Source: an optimization exercise on an open RTL-to-GDS flow (aim: small area and a short achievable clock period). Production flows keep margins and buffers that such runs may drop.

==> inputs of 04-16 <==
## bit_population_counter
module bit_population_counter #(
  parameter WIDTH                 = 256
) (
  input  logic                    clk_i,
  input  logic                    srst_i,
  input  logic [WIDTH-1:0]        data_i,
  input  logic                    data_val_i,
  output logic [$clog2(WIDTH):0]  data_o,
  output logic                    data_val_o
);
==> flow/config.mk <==
export PLATFORM = sky130hd
export DESIGN_NAME = bit_population_counter
export DESIGN_NICKNAME = bit_population_counter
export VERILOG_FILES = /design/flow/design.v
export SDC_FILE = /design/flow/constraint.sdc
export NUM_CORES = 4
export LEC_CHECK = 0
export CAP_MARGIN = 20
export CORE_MARGIN = 2
export CORE_UTILIZATION = 40
export CTS_BUF_LIST = sky130_fd_sc_hd__clkbuf_8
export SLEW_MARGIN = 20
export SYNTH_HIERARCHICAL = 1
==> flow/constraint.sdc <==
create_clock -name core_clock -period 11.0 [get_ports {clk_i}]
set_input_delay 2.2000 -clock core_clock [delete_from_list [all_inputs] [get_ports {clk_i}]]
set_output_delay 2.2000 -clock core_clock [all_outputs]
set_load 0.01 [all_outputs]
standard.sh (not shown) runs the stock make flow with config.mk's settings and CLKGATE_MAP_FILE= SYNTH_SCRIPT=/design/flow/synth_recipe.tcl, a recipe that flattens the netlist after the stock synthesis.
==> flow/flow/run.sh <==
#!/bin/bash
# The standard layout (standard.sh), with plain buf_1 cells as the port buffers and a
# small clock tree. The make output goes to standard.log; each ORFS step logs to orfs/logs/.
set -euo pipefail
export BUFFER_PORTS_ARGS="-buffer_cell sky130_fd_sc_hd__buf_1"
export CTS_ARGS="-sink_clustering_enable -repair_clock_nets -dont_use_dummy_load -buf_list sky130_fd_sc_hd__clkbuf_8"
bash standard.sh > standard.log 2>&1
==> 05-07: changes against 04-16 <==
--- a/flow/design.v
+++ b/flow/design.v
@@ -39,15 +39,15 @@
   input  logic                    clk_i,
   input  logic                    srst_i,
   input  logic [WIDTH-1:0]        data_i,
   input  logic                    data_val_i,
   output logic [$clog2(WIDTH):0]  data_o,
   output logic                    data_val_o
 );
-logic [25:0] cs_d, cs_q;
+logic [26:0] cs_d, cs_q;
 logic s1, c2, s3, c4, s5, c6, s7, c8, s9, c10, s11, c12, s13, c14, s15, c16;
 logic s17, c18, s19, c20, s21, c22, s23, c24, s25, c26, s27, c28, s29, c30, s31, c32;
 logic s33, c34, s35, c36, s37, c38, s39, c40, s41, c42, s43, c44, s45, c46, s47, c48;
 logic s49, c50, s51, c52, s53, c54, s55, c56, s57, c58, s59, c60, s61, c62, s63, c64;
 logic s65, c66, s67, c68, s69, c70, s71, c72, s73, c74, s75, c76, s77, c78, s79, c80;
 logic s81, c82, s83, c84, s85, c86, s87, c88, s89, c90, s91, c92, s93, c94, s95, c96;
 logic s97, c98, s99, c100, s101, c102, s103, c104, s105, c106, s107, c108, s109, c110, s111, c112;
@@ -300,15 +300,14 @@
   pc_fa u_s445 (.a(c410), .b(c412), .ci(c414), .s(s445), .co(c446));
   pc_fa u_s447 (.a(s435), .b(s437), .ci(s439), .s(s447), .co(c448));
   pc_fa u_s449 (.a(c416), .b(c418), .ci(s441), .s(s449), .co(c450));
   pc_fa u_s451 (.a(s443), .b(s445), .ci(s447), .s(s451), .co(c452));
   pc_fa u_s453 (.a(c420), .b(c422), .ci(c424), .s(s453), .co(c454));
   pc_fa u_s455 (.a(c436), .b(c438), .ci(c440), .s(s455), .co(c456));
   pc_fa u_s457 (.a(c442), .b(c444), .ci(c446), .s(s457), .co(c458));
-  pc_fa u_s459 (.a(c448), .b(s455), .ci(c450), .s(s459), .co(c460));
 assign cs_d[0] = s251;  
 assign cs_d[1] = s253;  
 assign cs_d[2] = s373;  
 assign cs_d[3] = s375;  
 assign cs_d[4] = s377;  
 assign cs_d[5] = c376;  
 assign cs_d[6] = s427;  
@@ -320,60 +319,57 @@
 assign cs_d[12] = c428;  
 assign cs_d[13] = c430;  
 assign cs_d[14] = s449;  
 assign cs_d[15] = s451;  
 assign cs_d[16] = c432;  
 assign cs_d[17] = c434;  
 assign cs_d[18] = s453;  
-assign cs_d[19] = s457;  
-assign cs_d[20] = c452;  
-assign cs_d[21] = c454;  
-assign cs_d[22] = s459;  
-assign cs_d[23] = c456;  
-assign cs_d[24] = c458;  
-assign cs_d[25] = c460;  
+assign cs_d[19] = c448;  
+assign cs_d[20] = s455;  
+assign cs_d[21] = c450;  
+assign cs_d[22] = s457;  
+assign cs_d[23] = c452;  
+assign cs_d[24] = c454;  
+assign cs_d[25] = c456;  
+assign cs_d[26] = c458;  
 always_ff @( posedge clk_i )
   cs_q <= cs_d;
 always_ff @( posedge clk_i )
   begin
     if( srst_i )
       data_val_o <= 1'b0;
     else
       data_val_o <= data_val_i;
   end
-  pc_x3 u_s461 (.a(cs_q[2]), .b(cs_q[3]), .c(cs_q[4]), .y(s461));
-  pc_mj u_c462 (.a(cs_q[2]), .b(cs_q[3]), .c(cs_q[4]), .y(c462));
+  pc_x3 u_s459 (.a(cs_q[11]), .b(cs_q[12]), .c(cs_q[13]), .y(s459));
+  pc_mj u_c460 (.a(cs_q[11]), .b(cs_q[12]), .c(cs_q[13]), .y(c460));
+  pc_ha u_s461 (.a(cs_q[19]), .b(cs_q[20]), .s(s461), .co(c462));
   pc_x3 u_s463 (.a(cs_q[5]), .b(cs_q[6]), .c(cs_q[7]), .y(s463));
   pc_mj u_c464 (.a(cs_q[5]), .b(cs_q[6]), .c(cs_q[7]), .y(c464));
-  pc_x3 u_s465 (.a(cs_q[8]), .b(cs_q[9]), .c(cs_q[10]), .y(s465));
-  pc_mj u_c466 (.a(cs_q[8]), .b(cs_q[9]), .c(cs_q[10]), .y(c466));
-  pc_x3 u_s467 (.a(c462), .b(s463), .c(s465), .y(s467));
-  pc_mj u_c468 (.a(c462), .b(s463), .c(s465), .y(c468));
-  pc_x3 u_s469 (.a(cs_q[11]), .b(cs_q[12]), .c(cs_q[13]), .y(s469));
-  pc_mj u_c470 (.a(cs_q[11]), .b(cs_q[12]), .c(cs_q[13]), .y(c470));
-  pc_x3 u_s471 (.a(cs_q[14]), .b(cs_q[15]), .c(cs_q[16]), .y(s471));
-  pc_mj u_c472 (.a(cs_q[14]), .b(cs_q[15]), .c(cs_q[16]), .y(c472));
-  pc_x3 u_s473 (.a(cs_q[17]), .b(cs_q[18]), .c(c464), .y(s473));
-  pc_mj u_c474 (.a(cs_q[17]), .b(cs_q[18]), .c(c464), .y(c474));
-  pc_x3 u_s475 (.a(c466), .b(s469), .c(s471), .y(s475));
-  pc_mj u_c476 (.a(c466), .b(s469), .c(s471), .y(c476));
-  pc_x3 u_s477 (.a(s473), .b(c468), .c(s475), .y(s477));
-  pc_mj u_c478 (.a(s473), .b(c468), .c(s475), .y(c478));
-  pc_x3 u_s479 (.a(cs_q[19]), .b(cs_q[20]), .c(cs_q[21]), .y(s479));
-  pc_mj u_c480 (.a(cs_q[19]), .b(cs_q[20]), .c(cs_q[21]), .y(c480));
-  pc_x3 u_s481 (.a(cs_q[22]), .b(c470), .c(c472), .y(s481));
-  pc_mj u_c482 (.a(cs_q[22]), .b(c470), .c(c472), .y(c482));
-  pc_x3 u_s483 (.a(s479), .b(c474), .c(s481), .y(s483));
-  pc_mj u_c484 (.a(s479), .b(c474), .c(s481), .y(c484));
-  pc_x3 u_s485 (.a(c476), .b(s483), .c(c478), .y(s485));
-  pc_mj u_c486 (.a(c476), .b(s483), .c(c478), .y(c486));
-  pc_x3 u_s487 (.a(cs_q[23]), .b(cs_q[24]), .c(cs_q[25]), .y(s487));
-  pc_mj u_c488 (.a(cs_q[23]), .b(cs_q[24]), .c(cs_q[25]), .y(c488));
-  pc_x3 u_s489 (.a(c480), .b(s487), .c(c482), .y(s489));
-  pc_mj u_c490 (.a(c480), .b(s487), .c(c482), .y(c490));
-  pc_x3 u_s491 (.a(s489), .b(c484), .c(c486), .y(s491));
-  pc_mj u_c492 (.a(s489), .b(c484), .c(c486), .y(c492));
-  pc_x3 u_s493 (.a(c488), .b(c490), .c(c492), .y(s493));
-  pc_mj u_c494 (.a(c488), .b(c490), .c(c492), .y(c494));
-assign data_o = {1'b0, c494, s493, s491, s485, s477, s467, s461, cs_q[0]}
-              + {1'b0, 1'b0, 1'b0, 1'b0, 1'b0, 1'b0, 1'b0, 1'b0, cs_q[1]};
+  pc_x3 u_s465 (.a(cs_q[14]), .b(cs_q[15]), .c(cs_q[16]), .y(s465));
+  pc_mj u_c466 (.a(cs_q[14]), .b(cs_q[15]), .c(cs_q[16]), .y(c466));
+  pc_ha u_s467 (.a(cs_q[17]), .b(cs_q[18]), .s(s467), .co(c468));
+  pc_x3 u_s469 (.a(cs_q[21]), .b(cs_q[22]), .c(cs_q[23]), .y(s469));
+  pc_mj u_c470 (.a(cs_q[21]), .b(cs_q[22]), .c(cs_q[23]), .y(c470));
+  pc_x3 u_s471 (.a(cs_q[24]), .b(s461), .c(c460), .y(s471));
+  pc_mj u_c472 (.a(cs_q[24]), .b(s461), .c(c460), .y(c472));
+  pc_ha u_s473 (.a(cs_q[25]), .b(cs_q[26]), .s(s473), .co(c474));
+  pc_ha u_s475 (.a(cs_q[8]), .b(cs_q[9]), .s(s475), .co(c476));
+  pc_x3 u_s477 (.a(s467), .b(c464), .c(s459), .y(s477));
+  pc_mj u_c478 (.a(s467), .b(c464), .c(s459), .y(c478));
+  pc_x3 u_s479 (.a(c468), .b(c466), .c(s469), .y(s479));
+  pc_mj u_c480 (.a(c468), .b(c466), .c(s469), .y(c480));
+  pc_x3 u_s481 (.a(c462), .b(s473), .c(c470), .y(s481));
+  pc_mj u_c482 (.a(c462), .b(s473), .c(c470), .y(c482));
+  pc_ha u_s483 (.a(cs_q[2]), .b(cs_q[3]), .s(s483), .co(c484));
+  pc_x3 u_s485 (.a(cs_q[10]), .b(s475), .c(s463), .y(s485));
+  pc_mj u_c486 (.a(cs_q[10]), .b(s475), .c(s463), .y(c486));
+  pc_x3 u_s487 (.a(c476), .b(s465), .c(s477), .y(s487));
+  pc_mj u_c488 (.a(c476), .b(s465), .c(s477), .y(c488));
+  pc_x3 u_s489 (.a(s471), .b(s479), .c(c478), .y(s489));
+  pc_mj u_c490 (.a(s471), .b(s479), .c(c478), .y(c490));
+  pc_x3 u_s491 (.a(s481), .b(c472), .c(c480), .y(s491));
+  pc_mj u_c492 (.a(s481), .b(c472), .c(c480), .y(c492));
+  pc_ha u_s493 (.a(c474), .b(c482), .s(s493), .co(c494));
+assign data_o = {1'b0, c494, c492, c490, c488, c486, c484, s483, cs_q[0]}
+              + {1'b0, 1'b0, s493, s491, s489, s487, s485, cs_q[4], cs_q[1]};
 endmodule
==> 05-06: changes against 04-16 <==
--- a/flow/design.v
+++ b/flow/design.v
@@ -13,30 +13,14 @@
   input  logic b,
   output logic s,
   output logic co
 );
   assign s  = a ^ b;
   assign co = a & b;
 endmodule
-module pc_x3 (
-  input  logic a,
-  input  logic b,
-  input  logic c,
-  output logic y
-);
-  assign y = a ^ b ^ c;
-endmodule
-module pc_mj (
-  input  logic a,
-  input  logic b,
-  input  logic c,
-  output logic y
-);
-  assign y = ( a & b ) | ( a & c ) | ( b & c );
-endmodule
 module bit_population_counter #(
   parameter WIDTH                 = 256
 ) (
   input  logic                    clk_i,
   input  logic                    srst_i,
   input  logic [WIDTH-1:0]        data_i,
   input  logic                    data_val_i,
@@ -336,44 +320,27 @@
 always_ff @( posedge clk_i )
   begin
     if( srst_i )
       data_val_o <= 1'b0;
     else
       data_val_o <= data_val_i;
   end
-  pc_x3 u_s461 (.a(cs_q[2]), .b(cs_q[3]), .c(cs_q[4]), .y(s461));
-  pc_mj u_c462 (.a(cs_q[2]), .b(cs_q[3]), .c(cs_q[4]), .y(c462));
-  pc_x3 u_s463 (.a(cs_q[5]), .b(cs_q[6]), .c(cs_q[7]), .y(s463));
-  pc_mj u_c464 (.a(cs_q[5]), .b(cs_q[6]), .c(cs_q[7]), .y(c464));
-  pc_x3 u_s465 (.a(cs_q[8]), .b(cs_q[9]), .c(cs_q[10]), .y(s465));
-  pc_mj u_c466 (.a(cs_q[8]), .b(cs_q[9]), .c(cs_q[10]), .y(c466));
-  pc_x3 u_s467 (.a(c462), .b(s463), .c(s465), .y(s467));
-  pc_mj u_c468 (.a(c462), .b(s463), .c(s465), .y(c468));
-  pc_x3 u_s469 (.a(cs_q[11]), .b(cs_q[12]), .c(cs_q[13]), .y(s469));
-  pc_mj u_c470 (.a(cs_q[11]), .b(cs_q[12]), .c(cs_q[13]), .y(c470));
-  pc_x3 u_s471 (.a(cs_q[14]), .b(cs_q[15]), .c(cs_q[16]), .y(s471));
-  pc_mj u_c472 (.a(cs_q[14]), .b(cs_q[15]), .c(cs_q[16]), .y(c472));
-  pc_x3 u_s473 (.a(cs_q[17]), .b(cs_q[18]), .c(c464), .y(s473));
-  pc_mj u_c474 (.a(cs_q[17]), .b(cs_q[18]), .c(c464), .y(c474));
-  pc_x3 u_s475 (.a(c466), .b(s469), .c(s471), .y(s475));
-  pc_mj u_c476 (.a(c466), .b(s469), .c(s471), .y(c476));
-  pc_x3 u_s477 (.a(s473), .b(c468), .c(s475), .y(s477));
-  pc_mj u_c478 (.a(s473), .b(c468), .c(s475), .y(c478));
-  pc_x3 u_s479 (.a(cs_q[19]), .b(cs_q[20]), .c(cs_q[21]), .y(s479));
-  pc_mj u_c480 (.a(cs_q[19]), .b(cs_q[20]), .c(cs_q[21]), .y(c480));
-  pc_x3 u_s481 (.a(cs_q[22]), .b(c470), .c(c472), .y(s481));
-  pc_mj u_c482 (.a(cs_q[22]), .b(c470), .c(c472), .y(c482));
-  pc_x3 u_s483 (.a(s479), .b(c474), .c(s481), .y(s483));
-  pc_mj u_c484 (.a(s479), .b(c474), .c(s481), .y(c484));
-  pc_x3 u_s485 (.a(c476), .b(s483), .c(c478), .y(s485));
-  pc_mj u_c486 (.a(c476), .b(s483), .c(c478), .y(c486));
-  pc_x3 u_s487 (.a(cs_q[23]), .b(cs_q[24]), .c(cs_q[25]), .y(s487));
-  pc_mj u_c488 (.a(cs_q[23]), .b(cs_q[24]), .c(cs_q[25]), .y(c488));
-  pc_x3 u_s489 (.a(c480), .b(s487), .c(c482), .y(s489));
-  pc_mj u_c490 (.a(c480), .b(s487), .c(c482), .y(c490));
-  pc_x3 u_s491 (.a(s489), .b(c484), .c(c486), .y(s491));
-  pc_mj u_c492 (.a(s489), .b(c484), .c(c486), .y(c492));
-  pc_x3 u_s493 (.a(c488), .b(c490), .c(c492), .y(s493));
-  pc_mj u_c494 (.a(c488), .b(c490), .c(c492), .y(c494));
-assign data_o = {1'b0, c494, s493, s491, s485, s477, s467, s461, cs_q[0]}
-              + {1'b0, 1'b0, 1'b0, 1'b0, 1'b0, 1'b0, 1'b0, 1'b0, cs_q[1]};
+  pc_fa u_s461 (.a(cs_q[11]), .b(cs_q[12]), .ci(cs_q[13]), .s(s461), .co(c462));
+  pc_fa u_s463 (.a(cs_q[5]), .b(cs_q[6]), .ci(cs_q[7]), .s(s463), .co(c464));
+  pc_fa u_s465 (.a(cs_q[14]), .b(cs_q[15]), .ci(cs_q[16]), .s(s465), .co(c466));
+  pc_ha u_s467 (.a(cs_q[17]), .b(cs_q[18]), .s(s467), .co(c468));
+  pc_fa u_s469 (.a(cs_q[19]), .b(cs_q[20]), .ci(cs_q[21]), .s(s469), .co(c470));
+  pc_ha u_s471 (.a(cs_q[22]), .b(c462), .s(s471), .co(c472));
+  pc_ha u_s473 (.a(cs_q[23]), .b(cs_q[24]), .s(s473), .co(c474));
+  pc_ha u_s475 (.a(cs_q[8]), .b(cs_q[9]), .s(s475), .co(c476));
+  pc_fa u_s477 (.a(s467), .b(c464), .ci(s461), .s(s477), .co(c478));
+  pc_fa u_s479 (.a(c468), .b(c466), .ci(s469), .s(s479), .co(c480));
+  pc_fa u_s481 (.a(cs_q[25]), .b(s473), .ci(c470), .s(s481), .co(c482));
+  pc_ha u_s483 (.a(cs_q[2]), .b(cs_q[3]), .s(s483), .co(c484));
+  pc_fa u_s485 (.a(cs_q[10]), .b(s475), .ci(s463), .s(s485), .co(c486));
+  pc_fa u_s487 (.a(c476), .b(s465), .ci(s477), .s(s487), .co(c488));
+  pc_fa u_s489 (.a(s471), .b(c478), .ci(s479), .s(s489), .co(c490));
+  pc_fa u_s491 (.a(c472), .b(c480), .ci(s481), .s(s491), .co(c492));
+  pc_ha u_s493 (.a(c474), .b(c482), .s(s493), .co(c494));
+assign data_o = {1'b0, c494, c492, c490, c488, c486, c484, s483, cs_q[0]}
+              + {1'b0, 1'b0, s493, s491, s489, s487, s485, cs_q[4], cs_q[1]};
 endmodule
==> flow/flow/run.sh (replaced) <==
#!/bin/bash
# The standard layout, with plain buf_1 cells as the port buffers and a small clock tree.
set -euo pipefail
export BUFFER_PORTS_ARGS="-buffer_cell sky130_fd_sc_hd__buf_1"
export CTS_ARGS="-sink_clustering_enable -repair_clock_nets -dont_use_dummy_load -buf_list sky130_fd_sc_hd__clkbuf_8"
bash standard.sh > standard.log 2>&1
==> summary.txt <==
| quantity | 04-16 | 05-07 | 05-06 |
|---|---|---|---|
| Run status | finished clean | finished clean | finished clean |
| Area of the die | 0.0157 mm² | 0.0159 mm² | 0.0154 mm² |
| GPL Wtd Cong | 0.906 | 0.912 | 0.857 |
| Critical Path Max Stage Delay | 0.48 ns | 0.47 ns | 0.58 ns |
| Clock network share of area | 0.578% | 0.571% | 0.587% |
| Tightest slew margin relative to the limit | 86.2% | 79.7% | 82.3% |
| Share of cells above drive strength 1 | 3.45% | 3.00% | 1.02% |
| Number of global-route vias before repair | 4528 | 4770 | 4556 |
| Cell variety after synth | 14 | 24 | 22 |
| Cell area after placement | 0.00711 mm² | 0.00720 mm² | 0.00699 mm² |
| Met3 usage in global routing | 1.97% | 1.32% | 2.38% |
| Total via count after detailed routing | 3555 | 3652 | 3498 |
| Timing startpoint of the critical path | cs_q[12]$_DFF_P_ | cs_q[15]$_DFF_P_ | cs_q[19]$_DFF_P_ |
| Final routed wirelength across all metal layers | 13600 µm | 14000 µm | 13600 µm |
| Met2 Routed Length | 7950 µm | 8120 µm | 7880 µm |
Function was not checked in any run of this note: the RTL went through the layout flow alone.

## port drivers added, routing unchanged
The flow's constraints put no driver on any port. The routed layouts listed below were extracted and timed again, unchanged, in two steps. Step 1 assumes that a clkbuf_16 drives the clock port and a buf_2 every other input. Step 2 moves the port delays by t, midway between the first and last clock arrival at a register: inputs arrive t later, outputs are due t later. That takes back most of the time a late clock gives input paths. Three values: no drivers, after step 1, after step 2; two values: the first two.
| run | shift t [ns] | setup slack, ns | hold WS [ns] | clock arrival spread, ns | cell pins on the clock port's net |
|---|---|---|---|---|---|
| 04-16 | 0.298 | 5.540 / 5.509 / 5.283 | 2.083 / 2.080 / 2.378 | 0.017 / 0.017 | 1 |
| 05-07 | 0.293 | 5.633 / 5.606 / 5.481 | 2.075 / 2.073 / 2.367 | 0.004 / 0.005 | 1 |
| 05-06 | 0.298 | 5.340 / 5.310 / 5.330 | 2.089 / 2.083 / 2.382 | 0.027 / 0.027 | 1 |
After both steps setup and hold are still met in every run listed. The setup slack of 04-16, which loses most, moves by -0.031 ns with the drivers and by -0.257 ns with both steps.
